Background: an optimization exercise with open tools, aiming at small area, a short achievable clock period and few clock cycles. Do not read the settings as production practice.
The RTL was checked by simulation tests, not by an equivalence proof against the original design.
Power is estimated from default activity; no workload was simulated.

===== config.mk =====
export PLATFORM = sky130hd
export DESIGN_NAME = Bin2BCD
export DESIGN_NICKNAME = Bin2BCD
export VERILOG_FILES = /design/flow/design.v
export SDC_FILE = /design/flow/constraint.sdc
export NUM_CORES = 4
export LEC_CHECK = 0
export ABC_AREA = 1
export CAP_MARGIN = 20
export CORE_MARGIN = 2
export CORE_UTILIZATION = 40
export CTS_BUF_LIST = sky130_fd_sc_hd__clkbuf_4
export CTS_CLUSTER_DIAMETER = 100
export CTS_CLUSTER_SIZE = 30
export SETUP_SLACK_MARGIN = 0.3
export SLEW_MARGIN = 20

===== constraint.sdc =====
create_clock -name core_clock -period 3.0 [get_ports {clk}]
set_input_delay 0.6000 -clock core_clock [delete_from_list [all_inputs] [get_ports {clk}]]
set_output_delay 0.6000 -clock core_clock [all_outputs]
set_load 0.01 [all_outputs]

===== flow/synth_custom.tcl =====
# The standard flow's synthesis script (synth_recipe.tcl) with one change: Yosys's abc
# pass uses flow/abc_custom.script instead of the ORFS area or speed script.
proc synth {args} { yosys synth -nofsm -noshare {*}$args }
proc abc {args} {
  set i [lsearch -exact $args -script]
  if { $i >= 0 } { lset args [expr {$i + 1}] $::env(CUSTOM_ABC_SCRIPT) }
  yosys abc {*}$args
}
source $::env(SCRIPTS_DIR)/synth.tcl
# left out here: clear keep_hierarchy, flatten, clean up, hide names made inside functions, write 1_2_yosys.v

===== flow/run.sh =====
#!/bin/bash
set -euo pipefail
export CUSTOM_ABC_SCRIPT=$PWD/flow/abc_custom.script
sed "s|SYNTH_SCRIPT=[^ ]*|SYNTH_SCRIPT=$PWD/flow/synth_custom.tcl|" standard.sh > standard_custom.sh
bash standard_custom.sh synth > synth.log 2>&1
export BUFFER_PORTS_ARGS="-buffer_cell sky130_fd_sc_hd__buf_1"
export DONT_USE_CELLS="sky130_fd_sc_hd__clkdlybuf4s50_1 sky130_fd_sc_hd__clkdlybuf4s50_2 sky130_fd_sc_hd__clkdlybuf4s25_1 sky130_fd_sc_hd__clkdlybuf4s25_2 sky130_fd_sc_hd__clkdlybuf4s15_1 sky130_fd_sc_hd__clkdlybuf4s15_2 sky130_fd_sc_hd__clkdlybuf4s18_1 sky130_fd_sc_hd__clkdlybuf4s18_2 sky130_fd_sc_hd__dlymetal6s2s_1 sky130_fd_sc_hd__dlymetal6s4s_1 sky130_fd_sc_hd__dlymetal6s6s_1 sky130_fd_sc_hd__dlygate4sd1_1 sky130_fd_sc_hd__dlygate4sd2_1 sky130_fd_sc_hd__dlygate4sd3_1"
bash standard.sh > layout.log 2>&1

===== flow/abc_custom.script =====
strash
dch
map -B 0.9
topo

===== design.v =====
module Bin2BCD(
    input clk,
    input rst,
    input en,
    input [11:0] bin_d_in,
    output [15:0] bcd_d_out,
    output rdy
    );
    wire [14:0] mid;
    wire p_new_n28, p_new_n29, p_new_n30, p_new_n31, p_new_n32, p_new_n33, p_new_n34, p_new_n35, p_new_n36, p_new_n37, p_new_n38, p_new_n39, p_new_n40, p_new_n41, p_new_n42, p_new_n43, p_new_n44, p_new_n45, p_new_n46, p_new_n47, p_new_n48, p_new_n49, p_new_n50, p_new_n51, p_new_n52, p_new_n53, p_new_n54, p_new_n55, p_new_n56, p_new_n57, p_new_n58, p_new_n59, p_new_n60, p_new_n61, p_new_n62, p_new_n63, p_new_n64, p_new_n65, p_new_n66, p_new_n67, p_new_n68, p_new_n69, p_new_n70, p_new_n71, p_new_n72, p_new_n73, p_new_n74, p_new_n75, p_new_n76, p_new_n77, p_new_n78, p_new_n79, p_new_n80, p_new_n81, p_new_n82, p_new_n83, p_new_n84, p_new_n85, p_new_n86, p_new_n87, p_new_n88, p_new_n89, p_new_n90, p_new_n91, p_new_n92, p_new_n93, p_new_n94, p_new_n95, p_new_n96, p_new_n97, p_new_n98, p_new_n99, p_new_n100, p_new_n101, p_new_n102, p_new_n103, p_new_n104, p_new_n106, p_new_n107, p_new_n109, p_new_n110, p_new_n111, p_new_n113, p_new_n115, p_new_n116, p_new_n117, p_new_n118, p_new_n119, p_new_n120, p_new_n121, p_new_n122, p_new_n123, p_new_n124, p_new_n125, p_new_n126, p_new_n127, p_new_n128, p_new_n129, p_new_n130, p_new_n131, p_new_n132, p_new_n133, p_new_n134, p_new_n135, p_new_n136, p_new_n137, p_new_n138, p_new_n139, p_new_n140, p_new_n141, p_new_n142, p_new_n143, p_new_n144, p_new_n145, p_new_n146, p_new_n147, p_new_n148, p_new_n149, p_new_n150, p_new_n151, p_new_n152, p_new_n153, p_new_n154, p_new_n155, p_new_n156, p_new_n157, p_new_n158, p_new_n159, p_new_n160, p_new_n161, p_new_n162, p_new_n163, p_new_n165, p_new_n167, p_new_n168, p_new_n169, p_new_n171, p_new_n173, p_new_n174, p_new_n175, p_new_n176, p_new_n177, p_new_n179, p_new_n182;
    assign p_new_n28 = bin_d_in[9] & ~bin_d_in[11];
    assign p_new_n29 = ~bin_d_in[9] & bin_d_in[11];
    assign p_new_n30 = bin_d_in[10] & ~p_new_n29;
    assign p_new_n31 = ~bin_d_in[8] & p_new_n30;
    assign p_new_n32 = p_new_n28 & p_new_n31;
    assign p_new_n33 = ~bin_d_in[10] & p_new_n29;
    assign p_new_n34 = bin_d_in[8] & ~p_new_n30;
    assign p_new_n35 = ~p_new_n33 & p_new_n34;
    assign p_new_n36 = ~bin_d_in[8] & p_new_n33;
    assign p_new_n37 = ~p_new_n32 & ~p_new_n36;
    assign p_new_n38 = ~p_new_n35 & p_new_n37;
    assign p_new_n39 = bin_d_in[8] & p_new_n33;
    assign p_new_n40 = ~bin_d_in[8] & ~p_new_n28;
    assign p_new_n41 = p_new_n30 & p_new_n40;
    assign p_new_n42 = ~p_new_n39 & ~p_new_n41;
    assign p_new_n43 = ~bin_d_in[7] & p_new_n42;
    assign p_new_n44 = p_new_n38 & p_new_n43;
    assign p_new_n45 = bin_d_in[10] & p_new_n29;
    assign p_new_n46 = ~p_new_n28 & ~p_new_n45;
    assign p_new_n47 = ~p_new_n31 & ~p_new_n46;
    assign p_new_n48 = ~p_new_n36 & ~p_new_n47;
    assign p_new_n49 = p_new_n42 & p_new_n48;
    assign p_new_n50 = bin_d_in[7] & p_new_n49;
    assign p_new_n51 = ~bin_d_in[7] & ~p_new_n49;
    assign p_new_n52 = ~p_new_n50 & ~p_new_n51;
    assign p_new_n53 = ~p_new_n44 & ~p_new_n52;
    assign p_new_n54 = ~bin_d_in[7] & ~p_new_n42;
    assign p_new_n55 = ~bin_d_in[7] & ~p_new_n48;
    assign p_new_n56 = ~p_new_n38 & ~p_new_n55;
    assign p_new_n57 = ~p_new_n54 & ~p_new_n56;
    assign p_new_n58 = ~bin_d_in[6] & ~p_new_n57;
    assign p_new_n59 = p_new_n53 & p_new_n58;
    assign p_new_n60 = bin_d_in[7] & ~p_new_n42;
    assign p_new_n61 = p_new_n38 & p_new_n55;
    assign p_new_n62 = ~p_new_n60 & ~p_new_n61;
    assign p_new_n63 = bin_d_in[6] & ~p_new_n62;
    assign p_new_n64 = bin_d_in[6] & p_new_n57;
    assign p_new_n65 = p_new_n62 & ~p_new_n64;
    assign p_new_n66 = ~p_new_n63 & ~p_new_n65;
    assign p_new_n67 = ~p_new_n59 & ~p_new_n66;
    assign p_new_n68 = ~bin_d_in[6] & ~p_new_n62;
    assign p_new_n69 = p_new_n53 & ~p_new_n58;
    assign p_new_n70 = ~p_new_n68 & ~p_new_n69;
    assign p_new_n71 = ~bin_d_in[5] & ~p_new_n70;
    assign p_new_n72 = ~p_new_n67 & p_new_n71;
    assign p_new_n73 = ~bin_d_in[6] & ~p_new_n53;
    assign p_new_n74 = ~p_new_n57 & p_new_n73;
    assign p_new_n75 = ~p_new_n63 & ~p_new_n74;
    assign p_new_n76 = bin_d_in[5] & ~p_new_n75;
    assign p_new_n77 = bin_d_in[5] & p_new_n70;
    assign p_new_n78 = p_new_n75 & ~p_new_n77;
    assign p_new_n79 = ~p_new_n76 & ~p_new_n78;
    assign p_new_n80 = ~p_new_n72 & ~p_new_n79;
    assign p_new_n81 = ~bin_d_in[5] & ~p_new_n75;
    assign p_new_n82 = ~p_new_n67 & ~p_new_n71;
    assign p_new_n83 = ~p_new_n81 & ~p_new_n82;
    assign p_new_n84 = ~bin_d_in[4] & ~p_new_n83;
    assign p_new_n85 = ~p_new_n80 & p_new_n84;
    assign p_new_n86 = p_new_n67 & p_new_n71;
    assign p_new_n87 = ~p_new_n76 & ~p_new_n86;
    assign p_new_n88 = ~bin_d_in[4] & p_new_n87;
    assign p_new_n89 = p_new_n83 & p_new_n87;
    assign p_new_n90 = bin_d_in[4] & ~p_new_n89;
    assign p_new_n91 = ~p_new_n88 & ~p_new_n90;
    assign p_new_n92 = ~p_new_n85 & ~p_new_n91;
    assign p_new_n93 = ~bin_d_in[4] & ~p_new_n87;
    assign p_new_n94 = ~p_new_n80 & ~p_new_n84;
    assign p_new_n95 = ~p_new_n93 & ~p_new_n94;
    assign p_new_n96 = ~bin_d_in[3] & ~p_new_n95;
    assign p_new_n97 = ~p_new_n92 & p_new_n96;
    assign p_new_n98 = bin_d_in[4] & ~p_new_n87;
    assign p_new_n99 = p_new_n80 & p_new_n84;
    assign p_new_n100 = ~p_new_n98 & ~p_new_n99;
    assign p_new_n101 = ~bin_d_in[3] & p_new_n100;
    assign p_new_n102 = p_new_n95 & p_new_n100;
    assign p_new_n103 = bin_d_in[3] & ~p_new_n102;
    assign p_new_n104 = ~p_new_n101 & ~p_new_n103;
    assign mid[3] = p_new_n97 | p_new_n104;
    assign p_new_n106 = ~bin_d_in[3] & ~p_new_n100;
    assign p_new_n107 = ~p_new_n92 & ~p_new_n96;
    assign mid[4] = p_new_n106 | p_new_n107;
    assign p_new_n109 = bin_d_in[3] & ~p_new_n100;
    assign p_new_n110 = ~bin_d_in[3] & p_new_n92;
    assign p_new_n111 = ~p_new_n95 & p_new_n110;
    assign mid[5] = p_new_n109 | p_new_n111;
    assign p_new_n113 = ~p_new_n95 & ~p_new_n110;
    assign mid[6] = ~p_new_n100 | p_new_n113;
    assign p_new_n115 = ~bin_d_in[5] & p_new_n67;
    assign p_new_n116 = ~p_new_n70 & ~p_new_n115;
    assign p_new_n117 = p_new_n75 & ~p_new_n116;
    assign p_new_n118 = ~p_new_n57 & ~p_new_n73;
    assign p_new_n119 = p_new_n62 & ~p_new_n118;
    assign p_new_n120 = p_new_n30 & ~p_new_n40;
    assign p_new_n121 = ~bin_d_in[9] & ~bin_d_in[10];
    assign p_new_n122 = bin_d_in[11] & ~p_new_n121;
    assign p_new_n123 = ~p_new_n120 & p_new_n122;
    assign p_new_n124 = ~p_new_n44 & ~p_new_n49;
    assign p_new_n125 = p_new_n123 & ~p_new_n124;
    assign p_new_n126 = p_new_n119 & p_new_n125;
    assign p_new_n127 = ~p_new_n122 & ~p_new_n124;
    assign p_new_n128 = ~p_new_n123 & ~p_new_n127;
    assign p_new_n129 = ~p_new_n33 & ~p_new_n120;
    assign p_new_n130 = ~p_new_n122 & ~p_new_n129;
    assign p_new_n131 = p_new_n119 & p_new_n130;
    assign p_new_n132 = p_new_n128 & ~p_new_n131;
    assign p_new_n133 = ~p_new_n126 & ~p_new_n132;
    assign p_new_n134 = p_new_n117 & ~p_new_n133;
    assign p_new_n135 = p_new_n124 & ~p_new_n129;
    assign p_new_n136 = ~p_new_n125 & ~p_new_n135;
    assign p_new_n137 = p_new_n119 & p_new_n136;
    assign p_new_n138 = ~p_new_n125 & ~p_new_n130;
    assign p_new_n139 = ~p_new_n119 & ~p_new_n138;
    assign p_new_n140 = ~p_new_n137 & ~p_new_n139;
    assign p_new_n141 = p_new_n134 & p_new_n140;
    assign p_new_n142 = ~p_new_n119 & p_new_n125;
    assign p_new_n143 = p_new_n119 & ~p_new_n128;
    assign p_new_n144 = p_new_n130 & p_new_n143;
    assign p_new_n145 = ~p_new_n142 & ~p_new_n144;
    assign p_new_n146 = ~p_new_n117 & ~p_new_n145;
    assign p_new_n147 = ~p_new_n117 & p_new_n133;
    assign p_new_n148 = p_new_n145 & ~p_new_n147;
    assign p_new_n149 = ~p_new_n146 & ~p_new_n148;
    assign p_new_n150 = ~p_new_n141 & ~p_new_n149;
    assign p_new_n151 = p_new_n80 & p_new_n88;
    assign p_new_n152 = ~p_new_n89 & ~p_new_n151;
    assign p_new_n153 = p_new_n117 & ~p_new_n145;
    assign p_new_n154 = ~p_new_n134 & p_new_n140;
    assign p_new_n155 = ~p_new_n153 & ~p_new_n154;
    assign p_new_n156 = ~p_new_n152 & ~p_new_n155;
    assign p_new_n157 = ~p_new_n150 & p_new_n156;
    assign p_new_n158 = p_new_n134 & ~p_new_n140;
    assign p_new_n159 = ~p_new_n146 & ~p_new_n158;
    assign p_new_n160 = ~p_new_n152 & ~p_new_n159;
    assign p_new_n161 = p_new_n152 & p_new_n155;
    assign p_new_n162 = p_new_n159 & p_new_n161;
    assign p_new_n163 = ~p_new_n157 & ~p_new_n160;
    assign mid[7] = p_new_n162 | ~p_new_n163;
    assign p_new_n165 = ~p_new_n150 & ~p_new_n156;
    assign mid[8] = p_new_n160 | p_new_n165;
    assign p_new_n167 = p_new_n152 & ~p_new_n159;
    assign p_new_n168 = p_new_n150 & ~p_new_n152;
    assign p_new_n169 = ~p_new_n155 & p_new_n168;
    assign mid[9] = p_new_n167 | p_new_n169;
    assign p_new_n171 = ~p_new_n155 & ~p_new_n168;
    assign mid[10] = ~p_new_n159 | p_new_n171;
    assign p_new_n173 = ~p_new_n124 & p_new_n129;
    assign p_new_n174 = p_new_n122 & ~p_new_n173;
    assign p_new_n175 = p_new_n117 & ~p_new_n140;
    assign p_new_n176 = ~p_new_n133 & ~p_new_n175;
    assign p_new_n177 = p_new_n145 & ~p_new_n176;
    assign mid[11] = ~p_new_n174 & ~p_new_n177;
    assign p_new_n179 = ~p_new_n125 & p_new_n143;
    assign mid[12] = ~p_new_n138 & ~p_new_n179;
    assign mid[13] = p_new_n174 & p_new_n177;
    assign p_new_n182 = p_new_n177 & ~mid[12];
    assign mid[14] = p_new_n174 & ~p_new_n182;
    assign mid[0] = bin_d_in[0];
    assign mid[1] = bin_d_in[1];
    assign mid[2] = bin_d_in[2];
    reg [14:0] mid_q;
    reg        rdy_q;
    always @(posedge clk) begin
        if (en) mid_q <= mid;
        rdy_q <= en & ~rst;
    end
    wire q_new_n33, q_new_n34, q_new_n35, q_new_n36, q_new_n37, q_new_n38, q_new_n39, q_new_n40, q_new_n41, q_new_n42, q_new_n43, q_new_n44, q_new_n45, q_new_n46, q_new_n47, q_new_n49, q_new_n50, q_new_n51, q_new_n52, q_new_n54, q_new_n56, q_new_n58, q_new_n59, q_new_n60, q_new_n61, q_new_n62, q_new_n63, q_new_n64, q_new_n65, q_new_n66, q_new_n67, q_new_n68, q_new_n69, q_new_n70, q_new_n71, q_new_n72, q_new_n73, q_new_n74, q_new_n76, q_new_n77, q_new_n79, q_new_n80, q_new_n82, q_new_n84, q_new_n85, q_new_n86, q_new_n87, q_new_n88, q_new_n89, q_new_n90, q_new_n91, q_new_n92, q_new_n93, q_new_n94, q_new_n95, q_new_n96, q_new_n97, q_new_n98, q_new_n99, q_new_n100, q_new_n102, q_new_n103, q_new_n105, q_new_n106, q_new_n108, q_new_n110;
    assign q_new_n33 = mid_q[2] & mid_q[5];
    assign q_new_n34 = ~mid_q[2] & mid_q[4];
    assign q_new_n35 = ~mid_q[3] & q_new_n34;
    assign q_new_n36 = ~q_new_n33 & ~q_new_n35;
    assign q_new_n37 = ~mid_q[2] & mid_q[5];
    assign q_new_n38 = mid_q[3] & ~q_new_n34;
    assign q_new_n39 = ~q_new_n37 & ~q_new_n38;
    assign q_new_n40 = ~mid_q[1] & ~q_new_n39;
    assign q_new_n41 = mid_q[2] & ~mid_q[4];
    assign q_new_n42 = ~mid_q[5] & q_new_n41;
    assign q_new_n43 = mid_q[3] & q_new_n34;
    assign q_new_n44 = ~q_new_n37 & ~q_new_n43;
    assign q_new_n45 = ~q_new_n42 & q_new_n44;
    assign q_new_n46 = q_new_n40 & q_new_n45;
    assign q_new_n47 = ~q_new_n39 & ~q_new_n46;
    assign bcd_d_out[4] = ~q_new_n36 | q_new_n47;
    assign q_new_n49 = mid_q[1] & ~bcd_d_out[4];
    assign q_new_n50 = q_new_n40 & ~q_new_n45;
    assign q_new_n51 = ~mid_q[1] & ~q_new_n36;
    assign q_new_n52 = ~q_new_n50 & ~q_new_n51;
    assign bcd_d_out[1] = q_new_n49 | ~q_new_n52;
    assign q_new_n54 = ~q_new_n40 & ~q_new_n45;
    assign bcd_d_out[2] = q_new_n51 | q_new_n54;
    assign q_new_n56 = mid_q[1] & ~q_new_n36;
    assign bcd_d_out[3] = q_new_n46 | q_new_n56;
    assign q_new_n58 = mid_q[4] & ~q_new_n35;
    assign q_new_n59 = ~mid_q[5] & ~q_new_n58;
    assign q_new_n60 = mid_q[6] & mid_q[9];
    assign q_new_n61 = ~mid_q[6] & mid_q[8];
    assign q_new_n62 = ~mid_q[7] & q_new_n61;
    assign q_new_n63 = ~q_new_n60 & ~q_new_n62;
    assign q_new_n64 = ~mid_q[6] & mid_q[9];
    assign q_new_n65 = mid_q[7] & ~q_new_n61;
    assign q_new_n66 = ~q_new_n64 & ~q_new_n65;
    assign q_new_n67 = q_new_n59 & ~q_new_n66;
    assign q_new_n68 = mid_q[6] & ~mid_q[8];
    assign q_new_n69 = ~mid_q[9] & q_new_n68;
    assign q_new_n70 = mid_q[7] & q_new_n61;
    assign q_new_n71 = ~q_new_n64 & ~q_new_n70;
    assign q_new_n72 = ~q_new_n69 & q_new_n71;
    assign q_new_n73 = q_new_n67 & q_new_n72;
    assign q_new_n74 = ~q_new_n66 & ~q_new_n73;
    assign bcd_d_out[8] = ~q_new_n63 | q_new_n74;
    assign q_new_n76 = q_new_n59 & bcd_d_out[8];
    assign q_new_n77 = ~q_new_n59 & ~bcd_d_out[8];
    assign bcd_d_out[5] = q_new_n76 | q_new_n77;
    assign q_new_n79 = q_new_n59 & ~q_new_n63;
    assign q_new_n80 = ~q_new_n67 & ~q_new_n72;
    assign bcd_d_out[6] = q_new_n79 | q_new_n80;
    assign q_new_n82 = ~q_new_n59 & ~q_new_n63;
    assign bcd_d_out[7] = q_new_n73 | q_new_n82;
    assign q_new_n84 = mid_q[8] & ~q_new_n62;
    assign q_new_n85 = ~mid_q[9] & ~q_new_n84;
    assign q_new_n86 = mid_q[10] & mid_q[13];
    assign q_new_n87 = ~mid_q[10] & mid_q[12];
    assign q_new_n88 = ~mid_q[11] & q_new_n87;
    assign q_new_n89 = ~q_new_n86 & ~q_new_n88;
    assign q_new_n90 = ~mid_q[10] & mid_q[13];
    assign q_new_n91 = mid_q[11] & ~q_new_n87;
    assign q_new_n92 = ~q_new_n90 & ~q_new_n91;
    assign q_new_n93 = q_new_n85 & ~q_new_n92;
    assign q_new_n94 = mid_q[10] & ~mid_q[12];
    assign q_new_n95 = ~mid_q[13] & q_new_n94;
    assign q_new_n96 = mid_q[11] & q_new_n87;
    assign q_new_n97 = ~q_new_n90 & ~q_new_n96;
    assign q_new_n98 = ~q_new_n95 & q_new_n97;
    assign q_new_n99 = q_new_n93 & q_new_n98;
    assign q_new_n100 = ~q_new_n92 & ~q_new_n99;
    assign bcd_d_out[12] = ~q_new_n89 | q_new_n100;
    assign q_new_n102 = q_new_n85 & bcd_d_out[12];
    assign q_new_n103 = ~q_new_n85 & ~bcd_d_out[12];
    assign bcd_d_out[9] = q_new_n102 | q_new_n103;
    assign q_new_n105 = q_new_n85 & ~q_new_n89;
    assign q_new_n106 = ~q_new_n93 & ~q_new_n98;
    assign bcd_d_out[10] = q_new_n105 | q_new_n106;
    assign q_new_n108 = ~q_new_n85 & ~q_new_n89;
    assign bcd_d_out[11] = q_new_n99 | q_new_n108;
    assign q_new_n110 = mid_q[12] & ~q_new_n88;
    assign bcd_d_out[13] = mid_q[13] | q_new_n110;
    assign bcd_d_out[15] = 1'b0;
    assign bcd_d_out[0] = mid_q[0];
    assign bcd_d_out[14] = mid_q[14];
    assign rdy = rdy_q;
endmodule

===== standard.sh =====
#!/bin/bash
# synth_recipe.tcl (not shown) runs the flow's synth.tcl, then flattens the netlist and writes it again
# the make line also repeats each setting of config.mk as NAME=value (left out here)
make -C /OpenROAD-flow-scripts/flow DESIGN_CONFIG=/design/flow/config.mk WORK_HOME=/design/flow/orfs CLKGATE_MAP_FILE= SYNTH_SCRIPT=/design/flow/synth_recipe.tcl "${@:-finish}"

==> results of run 1 <==
-- final cells by class --
cell class,instances,share of cell area (%)
multi-input combinational,209,52.2
inverter,49,9.74
clock inverter,1,0.199
sequential,16,24.9
clock buffer,3,1.19
timing repair buffer,36,8.61
tap,48,3.18
-- metal layers --
layer	part of all wire, %	vias up	track usage, %
met5	0	-	0
met4	0.94	0	6.38
met3	2.9	2	2.03
met2	48	29	28.1
met1	48	715	17.2
li1	-	967	-
-- stage by stage --
stage               std cells  instance area (um2)  total power [W]
global placement          357                 1770         0.000833
finish                    362                 1890         0.000968
detailed placement        357                 1770         0.000837
global route              362                 1890          0.00108
floorplan                 277                 1580         0.000702
CTS                       361                 1800         0.000946
-- logic make-up (layout without fill, tap and decap cells) --
kind of cell	Yosys count	in the layout	synth area share, %
buf+inv	52	89	13.1
compound gates	41	41	14.2
xor+xnor	2	2	1.11
flops	16	16	29.7
other cells	1	1	0.237
simple gates	165	165	41.7
-- critical path: cells and delay by family (launching register included) --
kind,cells,cell delay [ns]
flip-flops,1,0.44
XOR/XNOR,1,0.14
buffers and inverters,1,0.16
AND/OR/NAND/NOR,8,0.83
-- flip-flops by register name, summed over array words and instances (netlist names) --
name / flops
rdy_q: 1
mid_q: 15
-- cells in the mapped netlist --
cell / instances
edfxtp_1: 15
clkinv_1: 49
nor2_1: 29
a31oi_1: 2
nand3_1: 28
nand4_1: 2
o211ai_1: 1
dfxtp_1: 1
xor2_1: 2
conb_1: 1
buf_4: 3
nand2_1: 106
o21ai_0: 17
a21oi_1: 11
o22ai_1: 9
a21boi_0: 1
-- worst min-delay path by stage --
stage / from / endpoint / slack, ns / depth (start not counted)
6_report: rst / rdy_q$_DFF_P_ / 0.47 / 2
3_3_place_gp: bin_d_in[1] / mid_q[1]$_DFFE_PP_ / 0.77 / 1
4_1_cts: rst / rdy_q$_DFF_P_ / 0.47 / 2
3_5_place_dp: bin_d_in[1] / mid_q[1]$_DFFE_PP_ / 0.77 / 1
2_1_floorplan: rst / rdy_q$_DFF_P_ / 0.67 / 1
5_1_grt: bin_d_in[2] / mid_q[2]$_DFFE_PP_ / 0.47 / 1
-- what timing repair did --
action                     CTS  global route
setup endpoints to repair    0            11
setup buffers                0             1
hold buffers                 0             0
resized for setup            0            42
-- power by group --
group | switching [W] | internal, W | total, W
clock | 0.0000604 | 0.0000482 | 0.000109
combinational | 0.000351 | 0.000188 | 0.000539
sequential | 0.0000238 | 0.000296 | 0.000320
==> flow_summary.json, run 1 <==
{
  "dpl_worst_slack_ns": 0.0632,
  "cts.sinks": 16,
  "dr.pass1.iters": 4,
  "arrival_ns": 1.83,
  "synth_seq_area_share_pct": 29.7,
  "final_util_pct": 50.4,
  "grt_remaining_overflow": 0,
  "multi_input_area_um2": 985,
  "drive_gt1_share_pct": 13.1,
  "timing.setup.tns_ns": 0,
  "grt_max_degree": 17,
  "area_growth_pct": 19.4,
  "seq_area_um2": 470,
  "die_h_um": 66.9,
  "ir_drop_v": 0.000135,
  "ios": 32,
  "yosys.area.top_type": "edfxtp_1",
  "synth-seq-cells": 16,
  "crit_path_frequent_cell": "nand2_1",
  "setup-violations-final": 0,
  "final_common_cell": "nand2_1",
  "vias_per_cell": 4.73,
  "cp-endpoint": "bcd_d_out[5]",
  "clock.fmax_ghz": 0.411,
  "crit_chain": "nor2_1, nand2_1, nand2_1, nand2_1, nor2_1, nand2_1, nand2_1, nand2_1, xor2_1, buf_1",
  "cp-start-kind": "register",
  "fin_nets": 330,
  "outcome": "finished clean",
  "required_ns": 2.40,
  "drv_cap": 0,
  "timing.hold.ws_ns": 0.475,
  "crit_start": "mid_q[2]$_DFFE_PP_",
  "p_leak_nw": 0.843,
  "max_stage_delay_ns": 0.44,
  "antenna_left": 0,
  "num_vias": 1713,
  "core_um2": 3740,
  "first_global_vias": 1456,
  "die_w_um": 66.9,
  "cts_tree": "done",
  "p_per_area_nw_per_um2": 512,
  "yosysWarningCount": 1,
  "drv_slew": 0,
  "gp_congestion": 0.795,
  "io_buffers": 30,
  "avgSynthCellArea_um2": 5.71,
  "drt_wl_total_um": 3080,
  "worst_slack_ns": 0.566,
  "slowest_stage": "edfxtp_1",
  "period_minus_slack_ns": 2.43,
  "synth_area_um2": 1580,
  "syn_inst": 277,
  "worstMarginPinSlew_ns": 0.809,
  "row_count": 22,
  "drtIter0Drc": 34,
  "yosys-top-cells-area": "edfxtp_1 (28%), nand2_1 (25%), clkinv_1 (12%)",
  "cts.clk_slew.worst_paths_ns": 0.09,
  "grt_pass1_wl_um": 5440,
  "die_area_um2": 4470,
  "hp-class": "input pin to register",
  "fin_crit_sh_pct": 81.1,
  "fillers": 402,
  "post_drt_wl_per_cell_um": 8.51,
  "htreeDepth": 1,
  "root_buffer": "clkbuf_4",
  "dp.final_hpwl_um": 2550,
  "drc_errors": 0,
  "cp-end-kind": "output port",
  "initial_core_util_pct": 42.2,
  "rsz0062_at_grt": "no",
  "synthesis.nets": 292,
  "antenna_found_initial": 0,
  "slew_headroom_pct": 46.1,
  "clockBufferDepth": 2,
  "grtUsageTotal_pct": 15.2,
  "cts_buffers": 3,
  "synth.top_cell.area_share_pct": 28.5,
  "finalHoldViolCount": 0,
  "path_max_fanout": 4,
  "layout_common_cells": "nand2_1 (95), clkinv_1 (44), nand3_1 (26), buf_1 (26), nor2_1 (24)",
  "worst-setup-path-type": "register to output port",
  "diodes": 0,
  "ys_types": 16
}
Testbench counts, summed over its fixed seeds: cycles 4,096.
==> inputs of run 2 (changes only) <==
==> flow/abc_custom.script (replaced) <==
strash
dch
map -B 0.9
topo
stime -c
dnsize -c
==> run 2 against run 1 <==
Still clean. Hold slack stayed put. Fmax stayed put. Cell count unchanged. Critical path depth unchanged. Core utilization stayed put. Die area did not move. Non-clock buffer count unchanged. Synthesized area unchanged. First-iteration DRC count unchanged. Routed wire length unchanged. Clock power about the same. Critical path type unchanged. Critical endpoint unchanged.
==> flow_summary.json, run 2 <==
{
  "outcome": "finished clean",
  "period_minus_slack_ns": 2.43,
  "yosysWarningCount": 1,
  "antenna_left": 0,
  "async_flop_share_pct": 0,
  "gp_congestion": 0.795,
  "top_regs": "mid_q: 15 flops, rdy_q: 1 flops",
  "fillers": 402,
  "num_vias": 1713,
  "synth_edf_count": 15,
  "synthTopCellsByCount": "nand2_1 (106), clkinv_1 (49), nor2_1 (29), nand3_1 (28), o21ai_0 (17)",
  "clock.fmax_ghz": 0.411,
  "ir_drop_v": 0.000135,
  "worstMarginPinSlew_ns": 0.809,
  "area_growth_pct": 19.4,
  "grt_remaining_overflow": 0,
  "io_buffers": 30,
  "grt_pass1_wl_um": 5440,
  "layout_common_cells": "nand2_1 (95), clkinv_1 (44), nand3_1 (26), buf_1 (26), nor2_1 (24)",
  "die_h_um": 66.9,
  "synth_area_um2": 1580,
  "dp.final_hpwl_um": 2550,
  "grtUsageTotal_pct": 15.2,
  "required_ns": 2.40,
  "arrival_ns": 1.83,
  "synthMostInstantiatedCell": "nand2_1",
  "htreeDepth": 1,
  "hp-class": "input pin to register",
  "dr.pass1.iters": 4,
  "worst-setup-path-type": "register to output port",
  "path_max_fanout": 4,
  "cts_buffers": 3,
  "largest_reg_flops": 15,
  "row_count": 22,
  "drtIter0Drc": 34,
  "synth_seq_area_share_pct": 29.7,
  "finalHoldViolCount": 0,
  "p_per_area_nw_per_um2": 512,
  "ys_types": 16,
  "root_buffer": "clkbuf_4",
  "antenna_found_initial": 0,
  "drive_gt1_share_pct": 13.1,
  "initial_core_util_pct": 42.2,
  "fin_nets": 330,
  "diodes": 0,
  "timing.hold.ws_ns": 0.475,
  "synth.top_cell.area_share_pct": 28.5,
  "drv_cap": 0,
  "clockBufferDepth": 2,
  "cts_tree": "done",
  "cts.sinks": 16,
  "rsz0062_at_grt": "no",
  "cts.clk_slew.worst_paths_ns": 0.09,
  "avgSynthCellArea_um2": 5.71,
  "ios": 32,
  "die_w_um": 66.9,
  "post_drt_wl_per_cell_um": 8.51,
  "die_area_um2": 4470,
  "largest-register": "mid_q",
  "synthesis.nets": 292,
  "timing.setup.tns_ns": 0,
  "drv_slew": 0,
  "finalPower_w": 0.000968,
  "yosys-top-cells-area": "edfxtp_1 (28%), nand2_1 (25%), clkinv_1 (12%)",
  "drc_errors": 0,
  "core_um2": 3740,
  "vias_per_cell": 4.73,
  "drt_wl_total_um": 3080,
  "synth_flop_cell": "edfxtp_1",
  "syn_inst": 277,
  "slew_headroom_pct": 46.1,
  "synth-seq-cells": 16,
  "p_leak_nw": 0.843,
  "first_global_vias": 1456,
  "final_common_cell": "nand2_1",
  "fin_crit_sh_pct": 81.1,
  "cp-end-kind": "output port",
  "grt_max_degree": 17,
  "yosys.area.top_type": "edfxtp_1",
  "setup-violations-final": 0,
  "cp-start-kind": "register"
}
==> run 2: layout make-up <==
| cell class | instances | area (um2) | share of cell area [%] |
|---|---|---|---|
| clock buffer | 3 | 22.5 | 1.19 |
| sequential | 16 | 470 | 24.9 |
| timing repair buffer | 36 | 163 | 8.61 |
| tap | 48 | 60.1 | 3.18 |
| clock inverter | 1 | 3.75 | 0.199 |
| multi-input combinational | 209 | 985 | 52.2 |
| inverter | 49 | 184 | 9.74 |
==> run 2: stage by stage <==
step           cell area (um2)  utilization [%]  setup WS (ns)  cells
6_report                  1890             50.4          0.566    362
5_1_grt                   1890             50.4          0.310    362
4_1_cts                   1800             48.0          0.347    361
3_5_place_dp              1770             47.3         0.0632    357
3_3_place_gp              1770             47.3         0.0186    357
2_1_floorplan             1580                -          0.573    277
==> run 2: where the power goes <==
group          total [W]  switching [W]  leakage (nW)  internal, W
registers       0.000320      0.0000238         0.154     0.000296
logic           0.000539       0.000351         0.674     0.000188
clock network   0.000109      0.0000604        0.0154    0.0000482
total           0.000968       0.000435         0.843     0.000533
==> run 2: per-layer routing <==
| layer | share of wire, % | up-vias | global-route usage [%] |
|---|---|---|---|
| li1 | - | 967 | - |
| met1 | 48 | 715 | 17.2 |
| met2 | 48 | 29 | 28.1 |
| met3 | 2.9 | 2 | 2.03 |
| met4 | 0.94 | 0 | 6.38 |
| met5 | 0 | - | 0 |
==> run 2: critical path, stage by stage, from the launching register on <==
cell and delay, ns:
edfxtp_1 0.44, nor2_1 0.19, nand2_1 0.08, nand2_1 0.06
nand2_1 0.11, nor2_1 0.16, nand2_1 0.09, nand2_1 0.07
nand2_1 0.07, xor2_1 0.14, buf_1 0.16
==> run 2: cells by family (layout without fill, tap and decap cells) <==
group,after synthesis,after routing,share of synthesized area (%)
DFF,16,16,29.7
AOI/OAI and AO/OA,41,41,14.2
other,1,1,0.237
xor gates and xnor gates,2,2,1.11
buffers and inverters,52,89,13.1
and+or+nand+nor,165,165,41.7
==> run 2: path summary, 6_finish.rpt <==
kind | startpoint | end | depth (start not counted)
max | mid_q[2]$_DFFE_PP_ | bcd_d_out[5] | 10
min | rst | rdy_q$_DFF_P_ | 2
==> run 2: what timing repair did <==
item                                    CTS  global route
hold buffers                              0             0
resized for setup                         0            42
buffers inserted                          0             1
endpoints found under the setup margin    0            11
==> inputs of run 3 (changes only) <==
==> flow/run.sh (replaced) <==
#!/bin/bash
set -euo pipefail
bash standard.sh synth > synth.log 2>&1
export BUFFER_PORTS_ARGS="-buffer_cell sky130_fd_sc_hd__buf_1"
export DONT_USE_CELLS="sky130_fd_sc_hd__clkdlybuf4s50_1 sky130_fd_sc_hd__clkdlybuf4s50_2 sky130_fd_sc_hd__clkdlybuf4s25_1 sky130_fd_sc_hd__clkdlybuf4s25_2 sky130_fd_sc_hd__clkdlybuf4s15_1 sky130_fd_sc_hd__clkdlybuf4s15_2 sky130_fd_sc_hd__clkdlybuf4s18_1 sky130_fd_sc_hd__clkdlybuf4s18_2 sky130_fd_sc_hd__dlymetal6s2s_1 sky130_fd_sc_hd__dlymetal6s4s_1 sky130_fd_sc_hd__dlymetal6s6s_1 sky130_fd_sc_hd__dlygate4sd1_1 sky130_fd_sc_hd__dlygate4sd2_1 sky130_fd_sc_hd__dlygate4sd3_1"
bash standard.sh > layout.log 2>&1
--- a/config.mk
+++ b/config.mk
@@ -13,4 +13,4 @@
 export CTS_CLUSTER_DIAMETER = 100
 export CTS_CLUSTER_SIZE = 30
-export SETUP_SLACK_MARGIN = 0.3
+export SETUP_SLACK_MARGIN = 0.5
 export SLEW_MARGIN = 20
removed: flow/abc_custom.script
removed: flow/synth_custom.tcl
==> run 3 against run 2 <==
Sequential share of layout area is 0.85 points lower. Routed wire length increased by 3.4%. Clock power increased by 11%. Critical path type is now input pin to register. Highest routed layer unchanged. Critical endpoint is now mid_q[7]$_DFFE_PP_. Sequential power hardly changed. Synthesized cell count is the same. Critical path depth is 9 higher. First-iteration DRC count increased by 15%. Die area increased by 3.8%.
==> flow_summary.json, run 3 <==
{
  "outcome": "finished clean",
  "largest-register": "mid_q",
  "hold_depth": 2,
  "synthTopCellsByCount": "nand2_1 (96), inv_1 (39), nand3_1 (27), nor2_1 (23), edfxtp_1 (15)",
  "async_flop_share_pct": 0,
  "busiest_layer": "met2",
  "fin_nets": 325,
  "holdCritStartpoint": "rst",
  "yosys.area.top_type": "edfxtp_1",
  "stdcell_count": 359,
  "dp.final_hpwl_um": 2500,
  "largest_reg_flops": 15,
  "fillers": 430,
  "drc_errors": 0,
  "synth-seq-cells": 16,
  "area_growth_pct": 18.8,
  "initial_core_util_pct": 41.4,
  "drv_slew": 0,
  "p_per_area_nw_per_um2": 509,
  "ys_types": 24,
  "synthMostInstantiatedCell": "nand2_1",
  "setup-violations-final": 0,
  "rsz0062_at_grt": "no",
  "final_common_cell": "nand2_1",
  "cts.clk_slew.worst_paths_ns": 0.08,
  "grt_pass1_wl_um": 4900,
  "layout_common_cells": "nand2_1 (80), inv_1 (39), buf_1 (25)",
  "max_stage_delay_ns": 0.15,
  "io_buffers": 30,
  "synth_seq_area_share_pct": 28.6,
  "grtUsageTotal_pct": 13.1,
  "hold_end": "rdy_q$_DFF_P_",
  "grt_max_degree": 17,
  "drtIter0Drc": 39,
  "cts_buffers": 3,
  "gp_congestion": 0.820,
  "antenna_found_initial": 0,
  "worst-setup-path-type": "input pin to register",
  "dp_cells": 354,
  "grt_remaining_overflow": 0,
  "root_buffer": "clkbuf_4",
  "synth_edf_count": 15,
  "slowest_stage": "clkbuf_4",
  "use_met1_pct": 16.6,
  "finalHoldViolCount": 0,
  "synth_flop_cell": "edfxtp_1",
  "drv_cap": 0,
  "post_drt_wl_per_cell_um": 8.87,
  "timing.setup.tns_ns": 0,
  "die_area_um2": 4640,
  "dr.pass1.iters": 4,
  "period_minus_slack_ns": 2.36,
  "final_util_pct": 49.2,
  "die_w_um": 68.1,
  "drive_gt1_share_pct": 22.3,
  "synth.top_cell.area_share_pct": 27.4,
  "worstMarginPinSlew_ns": 0.775,
  "avgSynthCellArea_um2": 5.94,
  "crit_path_frequent_cell": "nand2_1",
  "use_met2_pct": 23.8,
  "synth_area_um2": 1650,
  "drt_wl_total_um": 3190,
  "cts_tree": "done",
  "required_ns": 3.03,
  "syn_inst": 277,
  "first_global_vias": 1313,
  "core_um2": 3970,
  "critPathBufInv": 2,
  "die_h_um": 68.1,
  "fin_crit_sh_pct": 78.7,
  "met3_usage_pct": 0.493,
  "cts.sinks": 16,
  "path_max_fanout": 6,
  "hp-class": "input pin to register",
  "vias_per_cell": 4.76,
  "antenna_left": 0,
  "clock.fmax_ghz": 0.424,
  "timing.hold.ws_ns": 0.467,
  "ir_drop_v": 0.000143,
  "critical-path-top-delay-family": "simple AND/OR/NAND/NOR gates",
  "top_regs": "mid_q: 15 flops, rdy_q: 1 flops",
  "yosys-top-cells-area": "edfxtp_1 (27%), nand2_1 (22%), inv_1 (8.9%)",
  "crit_chain": "clkbuf_4, nor2_4, nand2_2, nand2_1, nor2_1, nor2_2, nand2_1, nand3_1, nand3_1, nand2_2, inv_2, nand2_1, nand2_1, nor2_2, nand2_1, nand2_2, nor2_1, nand2_1, nand3_1",
  "num_vias": 1710,
  "htreeDepth": 1,
  "diodes": 0,
  "cp-start-kind": "input pin",
  "slew_headroom_pct": 48.4,
  "synthesis.nets": 292,
  "ios": 32,
  "clockBufferDepth": 2,
  "yosysWarningCount": 1,
  "p_leak_nw": 0.988,
  "row_count": 23,
  "arrival_ns": 2.39,
  "cts_hold_buf": 0,
  "cp-end-kind": "register"
}
run 3: worst max-delay path by stage:
stage | startpoint | to | cells after the start
6_report | bin_d_in[10] | mid_q[7]$_DFFE_PP_ | 19
5_1_grt | bin_d_in[10] | mid_q[7]$_DFFE_PP_ | 19
4_1_cts | bin_d_in[9] | mid_q[7]$_DFFE_PP_ | 17
3_5_place_dp | bin_d_in[9] | mid_q[7]$_DFFE_PP_ | 17
3_3_place_gp | bin_d_in[9] | mid_q[7]$_DFFE_PP_ | 17
2_1_floorplan | bin_d_in[9] | mid_q[8]$_DFFE_PP_ | 18
run 3: report_power, final:
group	total (W)	switching, W	internal, W	leakage, nW
sequential	0.000319	0.0000228	0.000296	0.154
combinational	0.000554	0.000362	0.000193	0.815
clock	0.000121	0.0000603	0.0000606	0.0184
run 3: cells by family after synthesis:
| family | Yosys count | synth area share (%) |
|---|---|---|
| other | 1 | 0.228 |
| buffers and inverters | 52 | 12.5 |
| and+or+nand+nor | 165 | 43.1 |
| xor gates and xnor gates | 2 | 1.06 |
| DFF | 16 | 28.6 |
| AOI/OAI and AO/OA | 41 | 14.4 |
run 3: per-layer routing:
metal | up-vias | wire length (um)
met3 | 2 | 78
met5 | - | 0
met4 | 0 | 15
met1 | 725 | 1520
li1 | 954 | -
met2 | 29 | 1570
run 3: area by class of cell:
cell class	instances	area, um2	share of cell area [%]
Multi-Input combinational cell	209	1070	54.9
Sequential cell	16	470	24.1
Inverter	49	186	9.54
Timing Repair Buffer	31	131	6.72
Tap cell	50	62.6	3.20
Clock buffer	4	30.0	1.54
run 3: stage by stage:
step,worst slack [ns],total power [W],cell area [um2]
floorplan,0.667,0.000726,1650
global placement,0.237,0.000844,1800
detailed placement,0.248,0.000846,1800
CTS,0.552,0.000969,1830
global route,0.430,0.00110,1950
finish,0.639,0.000994,1950
run 3: repair_timing:
item                                    4_1_cts  5_1_grt
endpoints found under the setup margin        0       13
buffers inserted                              0        1
resized for setup                             0       45
==> inputs of run 4 (changes only) <==
--- a/config.mk
+++ b/config.mk
@@ -13,4 +13,4 @@
 export CTS_CLUSTER_DIAMETER = 100
 export CTS_CLUSTER_SIZE = 30
-export SETUP_SLACK_MARGIN = 0.5
+export SETUP_SLACK_MARGIN = 0.3
 export SLEW_MARGIN = 20
==> run 4 against run 3 <==
Clock-buffer cell count did not move. Critical path depth rose by 1. Routed wire length fell by 7.1%. Die area did not move. Largest cell class unchanged. Fmax fell by 3.3%. Sequential power barely moved. Critical endpoint is now mid_q[6]$_DFFE_PP_. Global-route usage did not move. Core utilization fell by 3.1 points. Power fell by 3.4%. First-iteration DRC count rose by 38%.
==> flow_summary.json, run 4 <==
{
  "dp.final_hpwl_um": 2500,
  "p_per_area_nw_per_um2": 524,
  "io_buffers": 30,
  "post_drt_wl_per_cell_um": 8.27,
  "slew_headroom_pct": 47.7,
  "synth_edf_count": 15,
  "drv_cap": 0,
  "grt_pass1_wl_um": 4900,
  "cts_tree": "done",
  "hp-class": "input pin to register",
  "syn_inst": 277,
  "antenna_left": 0,
  "gp_congestion": 0.820,
  "rsz0062_at_grt": "no",
  "diodes": 0,
  "cp-start-kind": "input pin",
  "core_um2": 3970,
  "synthesis.nets": 292,
  "finalHoldViolCount": 0,
  "vias_per_cell": 4.72,
  "die_w_um": 68.1,
  "drtIter0Drc": 54,
  "layout_common_cells": "nand2_1 (96), inv_1 (39), buf_1 (28)",
  "die_area_um2": 4640,
  "async_flop_share_pct": 0,
  "synthMostInstantiatedCell": "nand2_1",
  "top_regs": "mid_q: 15 flops, rdy_q: 1 flops",
  "fillers": 438,
  "clockBufferDepth": 2,
  "initial_core_util_pct": 41.4,
  "grtUsageTotal_pct": 13.1,
  "synthTopCellsByCount": "nand2_1 (96), inv_1 (39), nand3_1 (27), nor2_1 (23), edfxtp_1 (15)",
  "yosysWarningCount": 1,
  "required_ns": 3.03,
  "num_vias": 1688,
  "synth.top_cell.area_share_pct": 27.4,
  "drc_errors": 0,
  "clock.fmax_ghz": 0.410,
  "arrival_ns": 2.47,
  "synth_seq_area_share_pct": 28.6,
  "hold_depth": 2,
  "row_count": 23,
  "cp-end-kind": "register",
  "ir_drop_v": 0.000138,
  "drive_gt1_share_pct": 12.0,
  "synth_area_um2": 1650,
  "yosys-top-cells-area": "edfxtp_1 (27%), nand2_1 (22%), inv_1 (8.9%)",
  "synth_flop_cell": "edfxtp_1",
  "cts_buffers": 3,
  "synth-seq-cells": 16,
  "antenna_found_initial": 0,
  "cts.sinks": 16,
  "period_minus_slack_ns": 2.44,
  "final_util_pct": 46.2,
  "fin_nets": 324,
  "avgSynthCellArea_um2": 5.94,
  "outcome": "finished clean",
  "ios": 32,
  "grt_remaining_overflow": 0,
  "drv_slew": 0,
  "dr.pass1.iters": 4,
  "die_h_um": 68.1,
  "first_global_vias": 1313,
  "path_max_fanout": 6,
  "yosys.area.top_type": "edfxtp_1",
  "cts.clk_slew.worst_paths_ns": 0.08,
  "largest_reg_flops": 15,
  "worstMarginPinSlew_ns": 0.784,
  "final_common_cell": "nand2_1",
  "setup-violations-final": 0,
  "htreeDepth": 1,
  "timing.setup.tns_ns": 0,
  "fin_crit_sh_pct": 81.4,
  "area_growth_pct": 11.4,
  "worst-setup-path-type": "input pin to register",
  "post_cts_buffers": 0,
  "p_leak_nw": 0.954,
  "root_buffer": "clkbuf_4",
  "largest-register": "mid_q",
  "grt_max_degree": 17,
  "ys_types": 24,
  "drt_wl_total_um": 2960
}
## run 4: cell count changes in the layout (fill, tap and decap cells not counted), moves of 3 or more
cell     delta
nor2_1      +3
nand2_1    +16
nand2_2    -14
nand3_1     +5
buf_1       +3
nand3_2     -5
## run 4: worst paths after layout
check / end / startpoint / slack [ns]
setup / recovery: mid_q[6]$_DFFE_PP_ / bin_d_in[10] / 0.56
hold / removal: rdy_q$_DFF_P_ / rst / 0.47
## run 4: layout make-up
| cell class | instances | area (um2) | area share, % |
|---|---|---|---|
| clock buffer | 4 | 30.0 | 1.64 |
| inverter | 49 | 184 | 10.0 |
| sequential | 16 | 470 | 25.7 |
| tap | 50 | 62.6 | 3.41 |
| timing repair buffer | 30 | 115 | 6.28 |
| multi-input combinational | 209 | 971 | 53.0 |
## run 4: critical path: stages
cell,delay [ns]
buf_1,0.21
nor2_2,0.08
nand2_1,0.13
inv_2,0.05
nand2_2,0.06
nand2_2,0.09
nor2_2,0.13
nor2_1,0.05
nor2_2,0.14
nand2_1,0.11
nand2_2,0.10
nand2_1,0.07
nand2_1,0.07
nand2_2,0.08
nand2_2,0.09
inv_2,0.04
nand2_1,0.05
nand3_1,0.10
o21ai_1,0.13
nand2_1,0.07
## run 4: cells by family after synthesis
kind of cell              after synthesis  share of synthesized area [%]
AOI/OAI and AO/OA                      41                           14.4
xor gates and xnor gates                2                           1.06
DFF                                    16                           28.6
buffers and inverters                  52                           12.5
other                                   1                          0.228
and+or+nand+nor                       165                           43.1
## run 4: power by group
group          internal, W  total, W  switching [W]
registers         0.000296  0.000318      0.0000220
logic             0.000178  0.000522       0.000344
clock network    0.0000606  0.000120      0.0000598
## run 4: timing repair
item,in CTS,in global routing
hold endpoints to repair,0,0
gates resized for setup,0,3
setup endpoints to repair,0,9
hold buffers,0,0
## run 4: per-stage QoR
step                hold slack [ns]  total power [W]  area [um2]  worst slack [ns]  std cells
floorplan                     0.671         0.000726        1650             0.667        277
global placement              0.753         0.000844        1800             0.237        354
detailed placement            0.763         0.000846        1800             0.248        354
CTS                           0.456         0.000969        1830             0.552        358
global route                  0.462          0.00107        1830             0.306        358
finish                        0.469         0.000960        1830             0.558        358
## run 4: routing by layer
metal	wire length [um]	track usage (%)	vias up
met5	0	0	-
met4	13	4.50	0
met3	77	0.493	2
met2	1400	23.8	29
met1	1470	16.6	709
li1	-	-	948
==> inputs of run 5 (changes only) <==
--- a/config.mk
+++ b/config.mk
@@ -13,4 +13,4 @@
 export CTS_CLUSTER_DIAMETER = 100
 export CTS_CLUSTER_SIZE = 30
-export SETUP_SLACK_MARGIN = 0.3
+export SETUP_SLACK_MARGIN = 0.4
 export SLEW_MARGIN = 20
==> run 5 against run 4 <==
Power increased by 0.41%. Sequential share of layout area decreased by 0.21 points. Clock-buffer cell count unchanged. Die area unchanged. Combinational power about the same. Synthesized area unchanged. Global-route usage unchanged. Critical path depth decreased by 3. Design area increased by 0.82%. Routed wire length increased by 1.0%. Sequential cell count unchanged. Critical endpoint is now mid_q[8]$_DFFE_PP_.
==> flow_summary.json, run 5 <==
{
  "die_h_um": 68.1,
  "root_buffer": "clkbuf_4",
  "synthMostInstantiatedCell": "nand2_1",
  "largest_reg_flops": 15,
  "die_w_um": 68.1,
  "setup-violations-final": 0,
  "fin_crit_sh_pct": 79.6,
  "cp-end-kind": "register",
  "avgSynthCellArea_um2": 5.94,
  "antenna_found_initial": 0,
  "top_regs": "mid_q: 15 flops, rdy_q: 1 flops",
  "grtUsageTotal_pct": 13.1,
  "syn_inst": 277,
  "first_global_vias": 1313,
  "slew_headroom_pct": 47.8,
  "async_flop_share_pct": 0,
  "clock.fmax_ghz": 0.419,
  "busiest_layer": "met2",
  "row_count": 23,
  "ios": 32,
  "p_per_area_nw_per_um2": 522,
  "gp_congestion": 0.820,
  "outcome": "finished clean",
  "synthesis.nets": 292,
  "worst-setup-path-type": "input pin to register",
  "grt_pass1_wl_um": 4900,
  "num_vias": 1673,
  "drive_gt1_share_pct": 13.3,
  "final_common_cell": "nand2_1",
  "synth_area_um2": 1650,
  "htreeDepth": 1,
  "cp-start-kind": "input pin",
  "grt_remaining_overflow": 0,
  "yosys.area.top_type": "edfxtp_1",
  "cts.repair.resized": 0,
  "worst_slack_ns": 0.611,
  "worstMarginPinSlew_ns": 0.784,
  "layout_common_cells": "nand2_1 (96), inv_1 (39), nand3_1 (26), buf_1 (26), nor2_1 (21)",
  "cts.clk_slew.worst_paths_ns": 0.08,
  "grt_max_degree": 17,
  "cts_hold_buf": 0,
  "ir_drop_v": 0.000141,
  "dr.pass1.iters": 4,
  "drc_errors": 0,
  "antenna_left": 0,
  "drt_wl_total_um": 2990,
  "finalHoldViolCount": 0,
  "timing.setup.tns_ns": 0,
  "synth_seq_area_share_pct": 28.6,
  "use_met1_pct": 16.6,
  "yosys-top-cells-area": "edfxtp_1 (27%), nand2_1 (22%), inv_1 (8.9%)",
  "initial_core_util_pct": 41.4,
  "arrival_ns": 2.43,
  "diodes": 0,
  "fin_nets": 324,
  "hp-class": "input pin to register",
  "synth_edf_count": 15,
  "post_cts_buffers": 0,
  "timing.hold.ws_ns": 0.469,
  "cts_buffers": 3,
  "largest-register": "mid_q",
  "vias_per_cell": 4.67,
  "required_ns": 3.04,
  "hold_end": "rdy_q$_DFF_P_",
  "synthTopCellsByCount": "nand2_1 (96), inv_1 (39), nand3_1 (27), nor2_1 (23), edfxtp_1 (15)",
  "drtIter0Drc": 51,
  "use_met2_pct": 23.8,
  "p_leak_nw": 0.966,
  "dpl_worst_slack_ns": 0.248,
  "met3_usage_pct": 0.493,
  "cts.sinks": 16,
  "ys_types": 24,
  "die_area_um2": 4640,
  "rsz0062_at_grt": "yes",
  "period_minus_slack_ns": 2.39,
  "io_buffers": 30,
  "area_growth_pct": 12.3,
  "drv_cap": 0,
  "synth_flop_cell": "edfxtp_1",
  "hold_depth": 2,
  "dp.final_hpwl_um": 2500,
  "clockBufferDepth": 2,
  "path_max_fanout": 5,
  "cts_tree": "done",
  "drv_slew": 0,
  "yosysWarningCount": 1,
  "synth-seq-cells": 16,
  "dpl_cell_area_um2": 1800,
  "core_um2": 3970,
  "synth.top_cell.area_share_pct": 27.4,
  "post-route-cell-area_um2": 1850,
  "post_drt_wl_per_cell_um": 8.35,
  "finalPower_w": 0.000964,
  "holdCritStartpoint": "rst"
}
run 5: cell count changes in the layout (fill, tap and decap cells not counted):
| cell | previous run | this run |
|---|---|---|
| buf_1 | 28 | 26 |
| nor2_1 | 22 | 21 |
| clkbuf_2 | 2 | 4 |
| nor2_4 | 1 | 2 |
| nand3_1 | 27 | 26 |
| nand3_2 | 1 | 2 |
run 5: worst max-delay path by stage:
| stage | startpoint | to | slack, ns | cells past startpoint |
|---|---|---|---|---|
| after global routing | bin_d_in[9] | mid_q[8]$_DFFE_PP_ | 0.36 | 19 |
| after detailed placement | bin_d_in[9] | mid_q[7]$_DFFE_PP_ | 0.25 | 17 |
| after floorplan | bin_d_in[9] | mid_q[8]$_DFFE_PP_ | 0.67 | 18 |
| final | bin_d_in[9] | mid_q[8]$_DFFE_PP_ | 0.61 | 17 |
| after global placement | bin_d_in[9] | mid_q[7]$_DFFE_PP_ | 0.24 | 17 |
| after CTS | bin_d_in[9] | mid_q[7]$_DFFE_PP_ | 0.55 | 17 |
run 5: layout make-up:
class / instances / area [um2]
Clock buffer: 4 / 30.0
Multi-Input combinational cell: 209 / 983
Inverter: 49 / 184
Fill cell: 442 / 2120
Timing Repair Buffer: 30 / 118
Tap cell: 50 / 62.6
Sequential cell: 16 / 470
run 5: layer usage:
layer  routed length (um)  part of all wire, %
met3                   86                  2.9
met1                 1480                   50
met4                   13                 0.43
met2                 1410                   47
met5                    0                    0
run 5: kinds of logic (layout without fill, tap and decap cells):
family / after synthesis / in the layout / synth area share [%]
XOR/XNOR: 2 / 2 / 1.06
flip-flops: 16 / 16 / 28.6
buffers and inverters: 52 / 83 / 12.5
AO/OA/AOI/OAI: 41 / 41 / 14.4
other: 1 / 1 / 0.228
AND/OR/NAND/NOR: 165 / 165 / 43.1
run 5: critical path, stage by stage:
cell and delay [ns]:
clkbuf_2 0.14, nor2_4 0.13, nand2_1 0.11, nand2_1 0.07
nor2_1 0.04, nor2_1 0.14, nand3_1 0.13, nand2_2 0.12
nor2_1 0.06, nor2_2 0.09, nand3_1 0.12, a21oi_2 0.22
nand2_1 0.12, nand2_1 0.14, nand2_1 0.09, nand2_1 0.06
nand2_1 0.04
run 5: power by group:
group | total [W] | internal (W) | switching (W)
Combinational | 0.000525 | 0.000179 | 0.000346
Clock | 0.000120 | 0.0000606 | 0.0000598
Sequential | 0.000318 | 0.000296 | 0.0000223
run 5: stage by stage:
step	cells	utilization, %
after floorplan	277	-
after global placement	354	45.3
after detailed placement	354	45.3
after CTS	358	46.0
after global routing	358	46.5
final	358	46.5
==> inputs of run 6 (changes only) <==
--- a/flow/run.sh
+++ b/flow/run.sh
@@ -4,3 +4,4 @@
 export BUFFER_PORTS_ARGS="-buffer_cell sky130_fd_sc_hd__buf_1"
 export DONT_USE_CELLS="sky130_fd_sc_hd__clkdlybuf4s50_1 sky130_fd_sc_hd__clkdlybuf4s50_2 sky130_fd_sc_hd__clkdlybuf4s25_1 sky130_fd_sc_hd__clkdlybuf4s25_2 sky130_fd_sc_hd__clkdlybuf4s15_1 sky130_fd_sc_hd__clkdlybuf4s15_2 sky130_fd_sc_hd__clkdlybuf4s18_1 sky130_fd_sc_hd__clkdlybuf4s18_2 sky130_fd_sc_hd__dlymetal6s2s_1 sky130_fd_sc_hd__dlymetal6s4s_1 sky130_fd_sc_hd__dlymetal6s6s_1 sky130_fd_sc_hd__dlygate4sd1_1 sky130_fd_sc_hd__dlygate4sd2_1 sky130_fd_sc_hd__dlygate4sd3_1"
+export CTS_ARGS="-repair_clock_nets -buf_list sky130_fd_sc_hd__clkbuf_8 -root_buf sky130_fd_sc_hd__clkbuf_8"
 bash standard.sh > layout.log 2>&1
==> run 6 against run 5 <==
Non-clock buffer count is the same. Routed wire length grew 6.0%. Synthesized cell count stayed put. Setup slack got worse by 0.068 ns. Sequential power is essentially flat. Critical path depth rose by 2. First-iteration DRC count down 7.8%. Critical endpoint is now mid_q[7]$_DFFE_PP_. Highest routed layer unchanged.
==> flow_summary.json, run 6 <==
{
  "timing.hold.ws_ns": 0.507,
  "diodes": 0,
  "seq_area_um2": 470,
  "required_ns": 2.99,
  "top_regs": "mid_q: 15 flops, rdy_q: 1 flops",
  "synth.top_cell.area_share_pct": 27.4,
  "clockBufferDepth": 2,
  "drtIter0Drc": 47,
  "p_per_area_nw_per_um2": 527,
  "yosys.area.top_type": "edfxtp_1",
  "area_growth_pct": 17.1,
  "avgSynthCellArea_um2": 5.94,
  "synth_flop_cell": "edfxtp_1",
  "worstMarginPinSlew_ns": 0.771,
  "fin_crit_sh_pct": 81.9,
  "hold_depth": 2,
  "final_common_cell": "nand2_1",
  "yosysWarningCount": 1,
  "slew_headroom_pct": 48.6,
  "first_global_vias": 1313,
  "arrival_ns": 2.45,
  "drc_errors": 0,
  "htreeDepth": 1,
  "outcome": "finished clean",
  "cts.sinks": 16,
  "drt_wl_total_um": 3170,
  "io_buffers": 30,
  "num_vias": 1704,
  "synth_edf_count": 15,
  "row_count": 23,
  "drive_gt1_share_pct": 18.2,
  "dr.pass1.iters": 4,
  "root_buffer": "clkbuf_8",
  "period_minus_slack_ns": 2.46,
  "die_w_um": 68.1,
  "core_um2": 3970,
  "largest-register": "mid_q",
  "synthesis.nets": 292,
  "holdCritStartpoint": "rst",
  "largest_reg_flops": 15,
  "fin_nets": 324,
  "cts_tree": "done",
  "ios": 32,
  "layout_common_cells": "nand2_1 (85), inv_1 (40), buf_1 (26)",
  "timing.setup.tns_ns": 0,
  "gp_congestion": 0.820,
  "finalHoldViolCount": 0,
  "p_leak_nw": 0.981,
  "worst-setup-path-type": "input pin to register",
  "die_area_um2": 4640,
  "synthTopCellsByCount": "nand2_1 (96), inv_1 (39), nand3_1 (27), nor2_1 (23), edfxtp_1 (15)",
  "synth_area_um2": 1650,
  "post_cts_buffers": 0,
  "synthMostInstantiatedCell": "nand2_1",
  "die_h_um": 68.1,
  "cp-end-kind": "register",
  "cts_buffers": 3,
  "rsz0062_at_grt": "no",
  "clock.fmax_ghz": 0.407,
  "synth-seq-cells": 16,
  "syn_inst": 277,
  "fillers": 430,
  "crit_start": "bin_d_in[9]",
  "grt_max_degree": 17,
  "grtUsageTotal_pct": 13.4,
  "drv_slew": 0,
  "path_max_fanout": 5,
  "dp.final_hpwl_um": 2500,
  "grt_remaining_overflow": 0,
  "yosys-top-cells-area": "edfxtp_1 (27%), nand2_1 (22%), inv_1 (8.9%)",
  "post_drt_wl_per_cell_um": 8.85,
  "antenna_left": 0,
  "setup-violations-final": 0,
  "cts.clk_slew.worst_paths_ns": 0.06,
  "async_flop_share_pct": 0,
  "synth_seq_area_share_pct": 28.6,
  "ys_types": 24,
  "antenna_found_initial": 0,
  "vias_per_cell": 4.76,
  "grt_pass1_wl_um": 4910,
  "drv_cap": 0,
  "ir_drop_v": 0.000185,
  "hp-class": "input pin to register",
  "initial_core_util_pct": 41.4,
  "cp-start-kind": "input pin",
  "multi_input_area_um2": 1040
}
[run 6: cell counts after synthesis]
No cell type changed its count.
[run 6: layout make-up]
type                    count  share of cell area [%]
clock buffers               3                    2.14
clock inverters             1                   0.195
inverters                  49                    9.68
well taps                  50                    3.25
flip-flops and latches     16                    24.4
multi-input cells         209                    54.1
repair buffers             30                    6.23
[run 6: per-layer routing]
metal / up-vias / GRT usage [%] / share of wire (%)
met4: 0 / 6.00 / 1.8
li1: 951 / - / -
met2: 30 / 23.8 / 48
met5: - / 0 / 0
met3: 5 / 0.987 / 2.6
met1: 718 / 16.5 / 47
[run 6: worst max-delay path, stage by stage]
cell and delay, ns:
clkbuf_4 0.16, nor2_4 0.14, nand2_1 0.11, nand3_1 0.10
nand3_1 0.11, nand2_2 0.13, nand2_2 0.08, nand2_2 0.08
nand2_2 0.07, nand2_2 0.10, nor2_1 0.05, nand2_1 0.11
nand2_1 0.07, nor2_2 0.15, nand2_1 0.08, nand2_2 0.12
nor2_1 0.05, nand2_1 0.05, nand3_1 0.07
[run 6: cell families after synthesis]
logic type / Yosys count / synth area share, %
xor+xnor: 2 / 1.06
other cells: 1 / 0.228
compound gates: 41 / 14.4
simple gates: 165 / 43.1
buf+inv: 52 / 12.5
flops: 16 / 28.6
[run 6: worst paths after layout]
check	endpoint	slack, ns
worst max-delay path	mid_q[7]$_DFFE_PP_	0.54
worst min-delay path	rdy_q$_DFF_P_	0.51
[run 6: through the flow]
step	power (W)	area, um2	utilization, %	worst slack (ns)	instances
final	0.00101	1930	48.5	0.543	358
after global routing	0.00112	1930	48.5	0.353	358
after CTS	0.00100	1840	46.4	0.507	358
after detailed placement	0.000846	1800	45.3	0.248	354
after global placement	0.000844	1800	45.3	0.237	354
after floorplan	0.000726	1650	-	0.667	277
[run 6: where the power goes]
part	internal (W)	total, W	leakage [nW]	switching, W
Clock	0.0000904	0.000154	0.0269	0.0000640
Combinational	0.000186	0.000542	0.801	0.000357
Sequential	0.000297	0.000318	0.154	0.0000220
Total	0.000572	0.00101	0.981	0.000443
[run 6: what timing repair did]
item,4_1_cts,5_1_grt
endpoints found under the hold margin,0,0
setup endpoints to repair,0,9
hold buffers,0,0
gates resized for setup,0,29

==> re-timing with driven ports <==
How much do the figures lean on ideal ports? The routed layouts below were timed once more, with nothing changed but the port constraints.
Step 1: set_driving_cell puts a clkbuf_16 on clk and a buf_2 on each other input, an assumption about the parent block.
Step 2 also shifts input and output timing later by t, the mid clock arrival at the registers, as if the neighbouring blocks saw the same clock.
Three values: no drivers, after step 1, after step 2; two values: the first two.
run | shift t [ns] | setup WS [ns] | worst setup path after step 2
run 1 | 0.295 | 0.566 / 0.544 / 0.274 | input to register
run 2 | 0.295 | 0.566 / 0.544 / 0.274 | input to register
run 3 | 0.292 | 0.639 / 0.636 / 0.344 | input to register
run 4 | 0.292 | 0.558 / 0.555 / 0.263 | input to register
run 5 | 0.292 | 0.611 / 0.608 / 0.316 | input to register
run 6 | 0.266 | 0.543 / 0.546 / 0.281 | input to register
After both steps every run listed still meets setup and hold.
